This is an optimization exercise on Yosys and OpenROAD, whose aim is small area, not a production implementation.
In this exercise RTL edits were held to simulation tests only and were not proved equivalent to the original.
The flow treats the clock pin as an ideal source, which a real chip does not have.
No activity file was given, so power comes from the tool's default toggle rates.

## riscv_jtag_dtm_0p11
module riscv_jtag_dtm_0p11 (
    input  logic        tdi,
    output logic        tdo,
    output logic        tdo_oe,
    input  logic        tck,
    input  logic        tms,
    input  logic        trst,
    output logic        dtm_req_valid,
    input  logic        dtm_req_ready,
    output logic [40:0] dtm_req_bits,
    input  logic        dtm_resp_valid,
    output logic        dtm_resp_ready,
    input  logic [35:0] dtm_resp_bits
);
For scale: about 470 cells after synthesis, roughly 180 flip-flops, ~87 I/O pins, ~0.0058 mm^2 of cells after synthesis.
==> flow/config.mk <==
export PLATFORM = sky130hd
export DESIGN_NAME = riscv_jtag_dtm_0p11
export DESIGN_NICKNAME = riscv_jtag_dtm_0p11
export VERILOG_FILES = /design/flow/design.v
export SDC_FILE = /design/flow/constraint.sdc
export NUM_CORES = 4
export LEC_CHECK = 0
export ABC_AREA = 1
export CAP_MARGIN = 20
export CORE_MARGIN = 2
export CORE_UTILIZATION = 40
export SLEW_MARGIN = 20
==> flow/constraint.sdc <==
create_clock -name core_clock -period 20.0 [get_ports {tck}]
set_input_delay 4.0000 -clock core_clock [delete_from_list [all_inputs] [get_ports {tck}]]
set_output_delay 4.0000 -clock core_clock [all_outputs]
set_load 0.01 [all_outputs]
standard.sh (not shown) runs the stock make flow with config.mk's settings and CLKGATE_MAP_FILE= SYNTH_SCRIPT=/design/flow/synth_recipe.tcl, a recipe that flattens the netlist after the stock synthesis.
==> flow/flow/run.sh <==
#!/bin/bash
# Layout flow: the standard flow (standard.sh) with these changes.
#  - Synthesis is the standard synthesis script, except that ABC maps the
#    combinational logic with an area-only script (flow/abc_area.script);
#    registers are mapped before ABC runs, so they are the standard ones.
#  - Port buffers use the smallest buffer cell.
#  - Clock tree synthesis adds no dummy loads; its leaf buffers are then
#    sized down to the smallest clock buffer that keeps the clock slew low.
#  - A denser floorplan (CORE_UTILIZATION) and smaller repair margins
#    (SLEW_MARGIN, CAP_MARGIN) than the defaults.
# Each tool's output goes to a log file in this folder.
set -o pipefail
WORK=$PWD
export FLOW_DIR=$WORK/flow
export CLK_LEAF_SLEW_NS=${CLK_LEAF_SLEW_NS:-0.11}

# synthesis script: synth_recipe.tcl, sourcing a copy of ORFS synth.tcl whose
# abc call uses our script
sed 's|^  log_cmd abc {\*}\$abc_args|  lset abc_args 1 $::env(FLOW_DIR)/abc_area.script\n  log_cmd abc {*}$abc_args|' \
  $FLOW_HOME/scripts/synth.tcl > $WORK/synth_core.tcl
grep -q 'lset abc_args 1' $WORK/synth_core.tcl || { echo "synth.tcl patch failed"; exit 1; }
sed "s|source \$::env(SCRIPTS_DIR)/synth.tcl|source $WORK/synth_core.tcl|" synth_recipe.tcl > $WORK/own_synth.tcl
grep -q synth_core.tcl $WORK/own_synth.tcl || { echo "synth_recipe.tcl patch failed"; exit 1; }

bash standard.sh \
  SYNTH_SCRIPT=$WORK/own_synth.tcl \
  BUFFER_PORTS_ARGS="-buffer_cell sky130_fd_sc_hd__buf_1" \
  CTS_ARGS="-sink_clustering_enable -repair_clock_nets -dont_use_dummy_load -buf_list {sky130_fd_sc_hd__clkbuf_4} -root_buf sky130_fd_sc_hd__clkbuf_8" \
  SLEW_MARGIN=10 CAP_MARGIN=10 CORE_UTILIZATION=70 \
  POST_CTS_TCL=$FLOW_DIR/post_cts.tcl \
  finish > standard.log 2>&1
Other scripts of this flow, unchanged in this note and not shown: flow/flow/abc_area.script, flow/flow/post_cts.tcl, flow/flow/size_clk.tcl
Then changed:
--- a/flow/design.v
+++ b/flow/design.v
@@ -43,13 +43,13 @@
    logic        got;          
    logic        busy_r;       
    logic        st_busy, st_err;
    logic        dbus_vld;     
    logic        nrdy;         
    logic [2:0]  rq_sync;
-   logic [2:0]  rs_sync;
+   logic [2:1]  rs_sync;
    wire s_cdr = (st == CAPTURE_DR);
    wire s_sdr = (st == SHIFT_DR);
    wire s_udr = (st == UPDATE_DR);
    wire s_cir = (st == CAPTURE_IR);
    wire s_sir = (st == SHIFT_IR);
    wire s_uir = (st == UPDATE_IR);
@@ -203,29 +203,25 @@
    end
    wire tx_hd = ~rq_set & dtm_req_valid;
    always_ff @(posedge tck) begin
       dtm_req_bits <= ({41{rq_set}} & dbus) | ({41{tx_hd}} & dtm_req_bits);
    end
    wire rs_vld   = rs_sync[1];
-   wire rs_nedge = ~rs_sync[1] & rs_sync[0];
    wire rs_set   = ~got & rs_vld & ~dtm_resp_ready;
    always_ff @(posedge tck or posedge trst) begin
       if (trst)
          rs_sync[2:1] <= '0;
       else
          rs_sync[2:1] <= {dtm_resp_valid, rs_sync[2]};
    end
-   always_ff @(posedge tck) begin
-      rs_sync[0] <= rs_sync[1];
-   end
    always_ff @(posedge tck or posedge trst) begin
       if (trst)
          dtm_resp_ready <= 1'b0;
       else if (rs_set)
          dtm_resp_ready <= 1'b1;
-      else if (rs_nedge)
+      else if (~rs_vld)
          dtm_resp_ready <= 1'b0;
    end
    always_ff @(posedge tck or posedge trst) begin
       if (trst)
          got <= 1'b0;
       else if (rs_set)
Clock power falls by about 4%.
Register-to-register slack gets better by 0.42 ns.
Combinational power fell by about 6%.
Synthesized cell count is lower by 0.85%.
Sequential power climbs by 4.3%.
Via count decreases by 2.9%.
Clock skew falls by 0.019 ns.
